Background: an optimization exercise with open tools, aiming at a short achievable clock period and few clock cycles. Do not read the settings as production practice. Function was checked by simulation only, so behaviour that the tests miss may differ from the original. Power is estimated from default activity; no workload was simulated.

## job 395
Design mips, start of the top module:
module mips(
    input clk,
    input reset,
    input [31:0] i_inst_rdata,
    input [31:0] m_data_rdata,
    output [31:0] i_inst_addr,
    output [31:0] m_data_addr,
    output [31:0] m_data_wdata,
    output m_data_we,
    output [31:0] m_inst_addr,
    output w_grf_we,
    output [4:0] w_grf_addr,
    output [31:0] w_grf_wdata,
    output [31:0] w_inst_addr
);
clock: 7.5 ns
lec_check: 0
abc_clock_period_in_ps: 2800
cap_margin: 20
core_margin: 2
core_utilization: 40
gpl_timing_driven: 1
setup_slack_margin: 4.6
slew_margin: 20
run.sh (not shown) runs the stock make flow with config.mk's settings and CLKGATE_MAP_FILE= SYNTH_SCRIPT=/design/flow/synth_recipe.tcl, a recipe that flattens the netlist after the stock synthesis.
Testbench counts of job 395, summed over its fixed seeds: cycles 57,432.
Setup changes, job 395 to job 2580
--- a/flow/design.v
+++ b/flow/design.v
@@ -1,21 +1,21 @@
 module ALU(
     input [31:0] a,
     input [31:0] b,
     input cin,
-    input [31:0] kill,
+    input or_mode,
     output [31:0] s,
     output [31:0] s_n,   
     output eq            
 );
 wire [31:0] ab = a & b;
-wire [31:0] g0 = ab & ~kill;
+wire [31:0] g0 = ab & {32{~or_mode}};
 wire [31:0] p0 = (a | b) & ~g0;
 wire [31:0] g1, p1, g2, p2, g3, p3, g4, p4, g5, p5;
 wire [31:0] gi = {g0[31:1], g0[0] | (p0[0] & cin)};
 genvar k;
 generate
 for (k = 0; k < 32; k = k + 1) begin : lvl
     if (k >= 1) begin : l1
         assign g1[k] = gi[k] | (p0[k] & gi[k-1]);
         assign p1[k] = p0[k] & p0[k-1];
     end else begin : l1z
@@ -46,22 +46,22 @@
     if (k >= 16) begin : l5
         assign g5[k] = g4[k] | (p4[k] & g4[k-16]);
         assign p5[k] = p4[k] & p4[k-16];
     end else begin : l5z
         assign g5[k] = g4[k];
         assign p5[k] = p4[k];
     end
 end
 endgenerate
 assign eq = ~|p0;
-assign s = p0 ^ {g5[30:0], cin};
-assign s_n = p0 ^ ~{g5[30:0], cin};
+assign s = p0 ^ {g5[30:0], cin & ~or_mode};
+assign s_n = p0 ^ ~{g5[30:0], cin & ~or_mode};
 endmodule
 module mips(
     input clk,
     input reset,
     input [31:0] i_inst_rdata,
     input [31:0] m_data_rdata,
     output [31:0] i_inst_addr,
     output [31:0] m_data_addr,
     output [31:0] m_data_wdata,
     output m_data_we,
@@ -84,21 +84,21 @@
 reg [31:0] d_rsv;       
 reg [31:0] d_rtv;
 reg        d_rs_e, d_rs_m, d_rs_w, d_rs_x;    
 reg        d_rt_e, d_rt_m, d_rt_w, d_rt_x;    
 reg [31:0] e_a;
 reg [31:0] e_b;         
 reg [31:0] e_sd;
 reg        e_sd_ld;     
 reg        e_sd_alu;    
 reg        e_sub;
-reg [15:0] e_kill;      
+reg        e_or;
 reg        e_beq;       
 reg        e_load;
 reg        e_store;
 reg        e_we;
 reg [4:0]  e_dest;
 reg [31:0] e_pc;
 reg [31:0] e_target;
 reg [31:0] m_res;
 reg [31:0] m_sd;
 reg        m_load;
@@ -109,21 +109,21 @@
 reg [31:0] w_value;
 reg        w_we;
 reg [4:0]  w_dest;
 reg [31:0] w_pc;
 reg [31:0] x_value;     
 reg [31:0] grf_regs [1:31];
 wire [31:0] m_value = m_load ? m_data_rdata : m_res;
 wire [31:0] e_res;
 wire [31:0] e_res_n;
 wire e_eq;
-ALU ALU(.a(e_a), .b(e_b), .cin(e_sub), .kill({16'd0, e_kill}), .s(e_res), .s_n(e_res_n), .eq(e_eq));
+ALU ALU(.a(e_a), .b(e_b), .cin(e_sub), .or_mode(e_or), .s(e_res), .s_n(e_res_n), .eq(e_eq));
 wire e_redirect = e_beq && e_eq;
 wire [31:0] esd = e_sd_ld ? m_data_rdata : e_sd_alu ? m_res : e_sd;
 wire [5:0] d_op = d_ir[31:26];
 wire [5:0] d_fn = d_ir[5:0];
 wire [4:0] d_rs = d_ir[25:21];
 wire [4:0] d_rt = d_ir[20:16];
 wire [4:0] d_rd = d_ir[15:11];
 wire [15:0] d_imm = d_ir[15:0];
 wire d_ok = !d_kill;
 wire d_add = d_ok && d_c_add;
@@ -263,31 +263,31 @@
             d_rt_w <= d_rt_m;
             d_rt_x <= d_rt_w;
         end
     end
 end
 always @(posedge clk) begin
     if (reset || stall) begin
         e_sd_ld <= 1'b0;
         e_sd_alu <= 1'b0;
         e_sub <= 1'b0;
-        e_kill <= 16'd0;
+        e_or <= 1'b0;
         e_beq <= 1'b0;
         e_load <= 1'b0;
         e_store <= 1'b0;
         e_we <= 1'b0;
         e_dest <= 5'd0;
     end else begin
         e_sd_ld <= sd_from_e && e_load;
         e_sd_alu <= sd_from_e && !e_load;
         e_sub <= d_sub;
-        e_kill <= d_ori ? d_imm : 16'd0;
+        e_or <= d_ori | d_lui;
         e_beq <= d_beq_cond;
         e_load <= d_lw;
         e_store <= d_sw;
         e_we <= d_we;
         e_dest <= d_dest;
     end
     e_a <= a_from_e ? e_res : a_early;
     e_b <= b_from_e ? e_res_b : b_early;
     e_sd <= rt_val;
     e_pc <= d_pc;
Results
- Sort job 395 and job 2580 by measured slew at the worst slew-check pin desc -> top: job 2580
- Between job 395 and job 2580, the flow reports multi-input combinational cell count increasing by a few percent.
- Going from job 395 to job 2580, the cell-internal power was found to have gone up by 0.56%.
- Higher area growth from synthesis to layout goes to job 395 over job 2580.
- Compared with job 395, in job 2580 count of non-CTS buffers in the layout saw an increase; area of the die higher.
- When the final numbers for job 395 and job 2580 were put side by side, the wire length turned out to be greater in job 2580.
- The final reports for job 2580 and job 395 show clock period minus final worst setup slack higher in the former.
- Job 395 vs job 2580, critical-path cell with the highest stage delay: sky130_fd_sc_hd__or3b_1 vs sky130_fd_sc_hd__dfxtp_4
- Sort job 395 and job 2580 by net switching power, ascending, and job 2580 comes first.
- [diff] first-pass GRT wire length, job 2580 relative to job 395: regression
Testbench counts of job 2580, summed over its fixed seeds: cycles 57,432.

---

The RTL this note starts from:
==> flow/design.v <==
module ALU(
    input [31:0] a,
    input [31:0] b,
    input cin,
    input or_mode,
    output [31:0] s,
    output [31:0] s_n,   
    output eq            
);
wire [31:0] ab = a & b;
wire [31:0] g0 = ab & {32{~or_mode}};
wire [31:0] p0 = (a | b) & ~g0;
wire [31:0] g1, p1, g2, p2, g3, p3, g4, p4, g5, p5;
wire [31:0] gi = {g0[31:1], g0[0] | (p0[0] & cin)};
genvar k;
generate
for (k = 0; k < 32; k = k + 1) begin : lvl
    if (k >= 1) begin : l1
        assign g1[k] = gi[k] | (p0[k] & gi[k-1]);
        assign p1[k] = p0[k] & p0[k-1];
    end else begin : l1z
        assign g1[k] = gi[k];
        assign p1[k] = p0[k];
    end
    if (k >= 2) begin : l2
        assign g2[k] = g1[k] | (p1[k] & g1[k-2]);
        assign p2[k] = p1[k] & p1[k-2];
    end else begin : l2z
        assign g2[k] = g1[k];
        assign p2[k] = p1[k];
    end
    if (k >= 4) begin : l3
        assign g3[k] = g2[k] | (p2[k] & g2[k-4]);
        assign p3[k] = p2[k] & p2[k-4];
    end else begin : l3z
        assign g3[k] = g2[k];
        assign p3[k] = p2[k];
    end
    if (k >= 8) begin : l4
        assign g4[k] = g3[k] | (p3[k] & g3[k-8]);
        assign p4[k] = p3[k] & p3[k-8];
    end else begin : l4z
        assign g4[k] = g3[k];
        assign p4[k] = p3[k];
    end
    if (k >= 16) begin : l5
        assign g5[k] = g4[k] | (p4[k] & g4[k-16]);
        assign p5[k] = p4[k] & p4[k-16];
    end else begin : l5z
        assign g5[k] = g4[k];
        assign p5[k] = p4[k];
    end
end
endgenerate
assign eq = ~|p0;
assign s = p0 ^ {g5[30:0], cin & ~or_mode};
assign s_n = p0 ^ ~{g5[30:0], cin & ~or_mode};
endmodule
module mips(
    input clk,
    input reset,
    input [31:0] i_inst_rdata,
    input [31:0] m_data_rdata,
    output [31:0] i_inst_addr,
    output [31:0] m_data_addr,
    output [31:0] m_data_wdata,
    output m_data_we,
    output [31:0] m_inst_addr,
    output w_grf_we,
    output [4:0] w_grf_addr,
    output [31:0] w_grf_wdata,
    output [31:0] w_inst_addr
);
reg [31:0] pc;          
reg [31:0] pc4;         
reg [31:0] d_ir;
reg        d_kill;      
reg        d_hazard;    
reg [31:0] d_pc;
reg [31:0] d_pcp4;
reg [31:0] d_pcp8;
reg [31:0] d_rsv;       
reg [31:0] d_rtv;
reg        d_rs_e, d_rs_m, d_rs_w, d_rs_x;    
reg        d_rt_e, d_rt_m, d_rt_w, d_rt_x;    
reg [31:0] e_a;
reg [31:0] e_b;         
reg [31:0] e_sd;
reg        e_sd_ld;     
reg        e_sd_alu;    
reg        e_sub;
reg        e_or;
reg        e_beq;       
reg        e_load;
reg        e_store;
reg        e_we;
reg [4:0]  e_dest;
reg [31:0] e_pc;
reg [31:0] e_target;
reg [31:0] e_target4;   
reg [31:0] m_res;
reg [31:0] m_sd;
reg        m_load;
reg        m_store;
reg        m_we;
reg [4:0]  m_dest;
reg [31:0] m_pc;
reg [31:0] w_value;
reg        w_we;
reg [4:0]  w_dest;
reg [31:0] w_pc;
reg [31:0] x_value;     
reg [31:0] grf_regs [1:31];
wire [31:0] m_value = m_load ? m_data_rdata : m_res;
wire [31:0] e_res;
wire [31:0] e_res_n;
wire e_eq;
ALU ALU(.a(e_a), .b(e_b), .cin(e_sub), .or_mode(e_or), .s(e_res), .s_n(e_res_n), .eq(e_eq));
wire e_redirect = e_beq && e_eq;
wire [31:0] esd = e_sd_ld ? m_data_rdata : e_sd_alu ? m_res : e_sd;
wire [5:0] d_op = d_ir[31:26];
wire [5:0] d_fn = d_ir[5:0];
wire [4:0] d_rs = d_ir[25:21];
wire [4:0] d_rt = d_ir[20:16];
wire [4:0] d_rd = d_ir[15:11];
wire [15:0] d_imm = d_ir[15:0];
wire d_ok = !d_kill;
wire d_rtype = d_ok && (d_op == 6'h00);
wire d_add = d_rtype && (d_fn == 6'h20);
wire d_sub = d_rtype && (d_fn == 6'h22);
wire d_jr  = d_rtype && (d_fn == 6'h08);
wire d_ori = d_ok && (d_op == 6'h0d);
wire d_lui = d_ok && (d_op == 6'h0f);
wire d_lw  = d_ok && (d_op == 6'h23);
wire d_sw  = d_ok && (d_op == 6'h2b);
wire d_beq = d_ok && (d_op == 6'h04);
wire d_j   = d_ok && (d_op == 6'h02);
wire d_jal = d_ok && (d_op == 6'h03);
wire d_we = d_add | d_sub | d_ori | d_lui | d_lw | d_jal;
wire [4:0] d_dest = (d_add | d_sub) ? d_rd :
                    (d_ori | d_lui | d_lw) ? d_rt :
                    d_jal ? 5'd31 : 5'd0;
wire [31:0] rs_val = d_rs_m ? m_value : d_rs_w ? w_value : d_rs_x ? x_value : d_rsv;
wire [31:0] rt_val = d_rt_m ? m_value : d_rt_w ? w_value : d_rt_x ? x_value : d_rtv;
wire d_use_rs = d_add | d_sub | d_ori | d_lw | d_sw | d_beq;    
wire d_use_rt = d_add | d_sub | d_beq;                          
wire d_beq_always = d_beq && (d_rs == d_rt);
wire d_beq_cond = d_beq && (d_rs != d_rt);
wire stall = d_hazard && !d_kill;
wire [31:0] d_sext = {{16{d_imm[15]}}, d_imm};
wire [31:0] d_jtarget = {d_pcp4[31:28], d_ir[25:0], 2'b00};
wire [31:0] d_btarget = d_pcp4 + {d_sext[29:0], 2'b00};
wire [31:0] d_btarget4 = d_pcp8 + {d_sext[29:0], 2'b00};
wire d_redirect = d_j | d_jal | d_jr | d_beq_always;
wire [31:0] d_target = d_jr ? rs_val : d_beq ? d_btarget : d_jtarget;
wire [31:0] d_target4 = d_jr ? rs_val + 32'd4 :
                        d_beq ? d_btarget4 : d_jtarget + 32'd4;
wire [31:0] pc_early = stall ? pc : d_redirect ? d_target : pc4;
wire [31:0] pc4_early = stall ? pc4 : d_redirect ? d_target4 : pc8;
wire [31:0] a_early = d_jal ? d_pcp8 : d_lui ? 32'd0 : rs_val;
wire [31:0] b_early = d_add | d_beq ? rt_val :
                      d_sub ? ~rt_val :
                      d_ori ? {16'd0, d_imm} :
                      d_lui ? {d_imm, 16'd0} :
                      d_jal ? 32'd0 : d_sext;
wire a_from_e = d_rs_e && !(d_lui | d_jal);
wire b_from_e = d_rt_e && (d_add | d_sub | d_beq);
wire sd_from_e = d_rt_e;
wire [31:0] e_res_b = d_sub ? e_res_n : e_res;
wire [31:0] pc8 = pc4 + 32'd4;
assign i_inst_addr = pc;
wire [4:0] f_rs = i_inst_rdata[25:21];
wire [4:0] f_rt = i_inst_rdata[20:16];
wire f_rs_nz = (f_rs != 5'd0);
wire f_rt_nz = (f_rt != 5'd0);
wire [5:0] f_op = i_inst_rdata[31:26];
wire [5:0] f_fn = i_inst_rdata[5:0];
wire f_rtype = (f_op == 6'h00);
wire f_jr = f_rtype && (f_fn == 6'h08);
wire f_use_rs = (f_rtype && (f_fn == 6'h20 || f_fn == 6'h22)) ||
                f_op == 6'h0d || f_op == 6'h23 || f_op == 6'h2b || f_op == 6'h04;
wire f_use_rt = (f_rtype && (f_fn == 6'h20 || f_fn == 6'h22)) || f_op == 6'h04;
wire f_rs_d = f_rs_nz && (f_rs == d_dest);
wire f_rt_d = f_rt_nz && (f_rt == d_dest);
wire f_hazard = (f_jr && f_rs_d) ||
                (d_lw && ((f_rs_d && f_use_rs) || (f_rt_d && f_use_rt)));
wire [31:0] f_rsv = f_rs_nz ? grf_regs[f_rs] : 32'd0;
wire [31:0] f_rtv = f_rt_nz ? grf_regs[f_rt] : 32'd0;
always @(posedge clk) begin
    if (reset) begin
        pc <= 32'h00003000;
        pc4 <= 32'h00003004;
        d_ir <= 32'd0;
        d_kill <= 1'b0;
        d_hazard <= 1'b0;
        d_rs_e <= 1'b0;
        d_rs_m <= 1'b0;
        d_rs_w <= 1'b0;
        d_rs_x <= 1'b0;
        d_rt_e <= 1'b0;
        d_rt_m <= 1'b0;
        d_rt_w <= 1'b0;
        d_rt_x <= 1'b0;
    end else begin
        if (e_redirect) begin
            pc <= e_target;
            pc4 <= e_target4;
        end else begin
            pc <= pc_early;
            pc4 <= pc4_early;
        end
        if (!stall) begin
            d_ir <= i_inst_rdata;
            d_kill <= e_redirect;
            d_hazard <= f_hazard;
            d_pc <= pc;
            d_pcp4 <= pc4;
            d_pcp8 <= pc8;
            d_rsv <= f_rsv;
            d_rtv <= f_rtv;
            d_rs_e <= f_rs_d;
            d_rs_m <= f_rs_nz && (f_rs == e_dest);
            d_rs_w <= f_rs_nz && (f_rs == m_dest);
            d_rs_x <= f_rs_nz && (f_rs == w_dest);
            d_rt_e <= f_rt_d;
            d_rt_m <= f_rt_nz && (f_rt == e_dest);
            d_rt_w <= f_rt_nz && (f_rt == m_dest);
            d_rt_x <= f_rt_nz && (f_rt == w_dest);
        end else begin
            d_rsv <= rs_val;
            d_rtv <= rt_val;
            d_hazard <= 1'b0;
            d_rs_e <= 1'b0;
            d_rs_m <= d_rs_e;
            d_rs_w <= d_rs_m;
            d_rs_x <= d_rs_w;
            d_rt_e <= 1'b0;
            d_rt_m <= d_rt_e;
            d_rt_w <= d_rt_m;
            d_rt_x <= d_rt_w;
        end
    end
end
always @(posedge clk) begin
    if (reset || stall) begin
        e_sd_ld <= 1'b0;
        e_sd_alu <= 1'b0;
        e_sub <= 1'b0;
        e_or <= 1'b0;
        e_beq <= 1'b0;
        e_load <= 1'b0;
        e_store <= 1'b0;
        e_we <= 1'b0;
        e_dest <= 5'd0;
    end else begin
        e_sd_ld <= sd_from_e && e_load;
        e_sd_alu <= sd_from_e && !e_load;
        e_sub <= d_sub;
        e_or <= d_ori | d_lui;
        e_beq <= d_beq_cond;
        e_load <= d_lw;
        e_store <= d_sw;
        e_we <= d_we;
        e_dest <= d_dest;
    end
    e_a <= a_from_e ? e_res : a_early;
    e_b <= b_from_e ? e_res_b : b_early;
    e_sd <= rt_val;
    e_pc <= d_pc;
    e_target <= d_btarget;
    e_target4 <= d_btarget4;
end
always @(posedge clk) begin
    if (reset) begin
        m_load <= 1'b0;
        m_store <= 1'b0;
        m_we <= 1'b0;
        m_dest <= 5'd0;
    end else begin
        m_load <= e_load;
        m_store <= e_store;
        m_we <= e_we;
        m_dest <= e_dest;
    end
    m_res <= e_res;
    m_sd <= esd;
    m_pc <= e_pc;
end
always @(posedge clk) begin
    if (reset) begin
        w_we <= 1'b0;
        w_dest <= 5'd0;
    end else begin
        w_we <= m_we;
        w_dest <= m_dest;
    end
    w_value <= m_value;
    w_pc <= m_pc;
    x_value <= w_value;
end
integer i;
always @(posedge clk) begin
    if (reset) begin
        for (i = 1; i < 32; i = i + 1)
            grf_regs[i] <= 32'd0;
    end else if (w_dest != 5'd0) begin
        grf_regs[w_dest] <= w_value;
    end
end
assign m_data_addr = m_res;
assign m_data_wdata = m_sd;
assign m_data_we = m_store;
assign m_inst_addr = m_pc;
assign w_grf_we = w_we;
assign w_grf_addr = w_dest;
assign w_grf_wdata = w_value;
assign w_inst_addr = w_pc;
endmodule
Settings: LEC_CHECK=0, ABC_CLOCK_PERIOD_IN_PS=2800, CAP_MARGIN=20, CORE_MARGIN=2, CORE_UTILIZATION=40, GPL_TIMING_DRIVEN=1, SETUP_SLACK_MARGIN=4.6, SLEW_MARGIN=20; clock period 7.5 ns.
Testbench counts at the start, summed over its fixed seeds: cycles 57,432.
Edit:
--- a/flow/design.v
+++ b/flow/design.v
@@ -68,14 +68,13 @@
     output [31:0] m_inst_addr,
     output w_grf_we,
     output [4:0] w_grf_addr,
     output [31:0] w_grf_wdata,
     output [31:0] w_inst_addr
 );
-reg [31:0] pc;          
-reg [31:0] pc4;         
+reg [31:0] pc;
 reg [31:0] d_ir;
 reg        d_kill;      
 reg        d_hazard;    
 reg [31:0] d_pc;
 reg [31:0] d_pcp4;
 reg [31:0] d_pcp8;
@@ -94,13 +93,12 @@
 reg        e_load;
 reg        e_store;
 reg        e_we;
 reg [4:0]  e_dest;
 reg [31:0] e_pc;
 reg [31:0] e_target;
-reg [31:0] e_target4;   
 reg [31:0] m_res;
 reg [31:0] m_sd;
 reg        m_load;
 reg        m_store;
 reg        m_we;
 reg [4:0]  m_dest;
@@ -147,30 +145,27 @@
 wire d_beq_always = d_beq && (d_rs == d_rt);
 wire d_beq_cond = d_beq && (d_rs != d_rt);
 wire stall = d_hazard && !d_kill;
 wire [31:0] d_sext = {{16{d_imm[15]}}, d_imm};
 wire [31:0] d_jtarget = {d_pcp4[31:28], d_ir[25:0], 2'b00};
 wire [31:0] d_btarget = d_pcp4 + {d_sext[29:0], 2'b00};
-wire [31:0] d_btarget4 = d_pcp8 + {d_sext[29:0], 2'b00};
 wire d_redirect = d_j | d_jal | d_jr | d_beq_always;
 wire [31:0] d_target = d_jr ? rs_val : d_beq ? d_btarget : d_jtarget;
-wire [31:0] d_target4 = d_jr ? rs_val + 32'd4 :
-                        d_beq ? d_btarget4 : d_jtarget + 32'd4;
-wire [31:0] pc_early = stall ? pc : d_redirect ? d_target : pc4;
-wire [31:0] pc4_early = stall ? pc4 : d_redirect ? d_target4 : pc8;
+wire [31:0] pc_early = stall ? pc : d_redirect ? d_target : pc_p4;
 wire [31:0] a_early = d_jal ? d_pcp8 : d_lui ? 32'd0 : rs_val;
 wire [31:0] b_early = d_add | d_beq ? rt_val :
                       d_sub ? ~rt_val :
                       d_ori ? {16'd0, d_imm} :
                       d_lui ? {d_imm, 16'd0} :
                       d_jal ? 32'd0 : d_sext;
 wire a_from_e = d_rs_e && !(d_lui | d_jal);
 wire b_from_e = d_rt_e && (d_add | d_sub | d_beq);
 wire sd_from_e = d_rt_e;
 wire [31:0] e_res_b = d_sub ? e_res_n : e_res;
-wire [31:0] pc8 = pc4 + 32'd4;
+wire [31:0] pc_p4 = pc + 32'd4;
+wire [31:0] pc_p8 = pc + 32'd8;
 assign i_inst_addr = pc;
 wire [4:0] f_rs = i_inst_rdata[25:21];
 wire [4:0] f_rt = i_inst_rdata[20:16];
 wire f_rs_nz = (f_rs != 5'd0);
 wire f_rt_nz = (f_rt != 5'd0);
 wire [5:0] f_op = i_inst_rdata[31:26];
@@ -186,39 +181,32 @@
                 (d_lw && ((f_rs_d && f_use_rs) || (f_rt_d && f_use_rt)));
 wire [31:0] f_rsv = f_rs_nz ? grf_regs[f_rs] : 32'd0;
 wire [31:0] f_rtv = f_rt_nz ? grf_regs[f_rt] : 32'd0;
 always @(posedge clk) begin
     if (reset) begin
         pc <= 32'h00003000;
-        pc4 <= 32'h00003004;
         d_ir <= 32'd0;
         d_kill <= 1'b0;
         d_hazard <= 1'b0;
         d_rs_e <= 1'b0;
         d_rs_m <= 1'b0;
         d_rs_w <= 1'b0;
         d_rs_x <= 1'b0;
         d_rt_e <= 1'b0;
         d_rt_m <= 1'b0;
         d_rt_w <= 1'b0;
         d_rt_x <= 1'b0;
     end else begin
-        if (e_redirect) begin
-            pc <= e_target;
-            pc4 <= e_target4;
-        end else begin
-            pc <= pc_early;
-            pc4 <= pc4_early;
-        end
+        pc <= e_redirect ? e_target : pc_early;
         if (!stall) begin
             d_ir <= i_inst_rdata;
             d_kill <= e_redirect;
             d_hazard <= f_hazard;
             d_pc <= pc;
-            d_pcp4 <= pc4;
-            d_pcp8 <= pc8;
+            d_pcp4 <= pc_p4;
+            d_pcp8 <= pc_p8;
             d_rsv <= f_rsv;
             d_rtv <= f_rtv;
             d_rs_e <= f_rs_d;
             d_rs_m <= f_rs_nz && (f_rs == e_dest);
             d_rs_w <= f_rs_nz && (f_rs == m_dest);
             d_rs_x <= f_rs_nz && (f_rs == w_dest);
@@ -265,13 +253,12 @@
     end
     e_a <= a_from_e ? e_res : a_early;
     e_b <= b_from_e ? e_res_b : b_early;
     e_sd <= rt_val;
     e_pc <= d_pc;
     e_target <= d_btarget;
-    e_target4 <= d_btarget4;
 end
 always @(posedge clk) begin
     if (reset) begin
         m_load <= 1'b0;
         m_store <= 1'b0;
         m_we <= 1'b0;
The changed run produced a clean layout.
Wire length falls by a few percent.
Register-to-register slack improved by 95 ps.
Worst setup slack improved by 95 ps.
Cell area drops by roughly a tenth.
Synthesized area decreases by a few percent.
Global-route usage hardly moves.
Sequential cell count drops by 67.
Clock power goes down by a few percent.
Testbench counts after the change, summed over its fixed seeds: cycles 57,432.

## port drivers added, routing unchanged
No port has a modelled driver above. Below, the same layouts with a new extraction and two added sets of constraints.
Step 1, drivers: a clkbuf_16 drives clk and a buf_2 each remaining input, both assumed.
Step 2, shift: input delay + t, output delay - t, t = (earliest + latest rising clock arrival at the registers) / 2. This alone moves slack from input paths to output paths.
a / b / c = ideal / step 1 / step 2; a / b = the first two.
run	t (ns)	setup WS [ns]	worst setup path after step 2	slew at the worst register clock pin (ns)
job 395	0.934	4.205 / 4.205 / 3.352	input to register	0.07 / 0.07
job 2580	0.942	4.118 / 4.118 / 3.446	input to register	0.07 / 0.07
the first run of note 2	0.933	4.271 / 4.268 / 3.335	input to register	0.07 / 0.07
the second run of note 2	0.940	4.366 / 4.320 / 3.381	input to register	0.07 / 0.07
After both steps setup and hold are still met in every run listed. For the second run of note 2, which loses most, drivers alone change the setup slack by -0.046 ns; drivers and shift together by -0.985 ns.
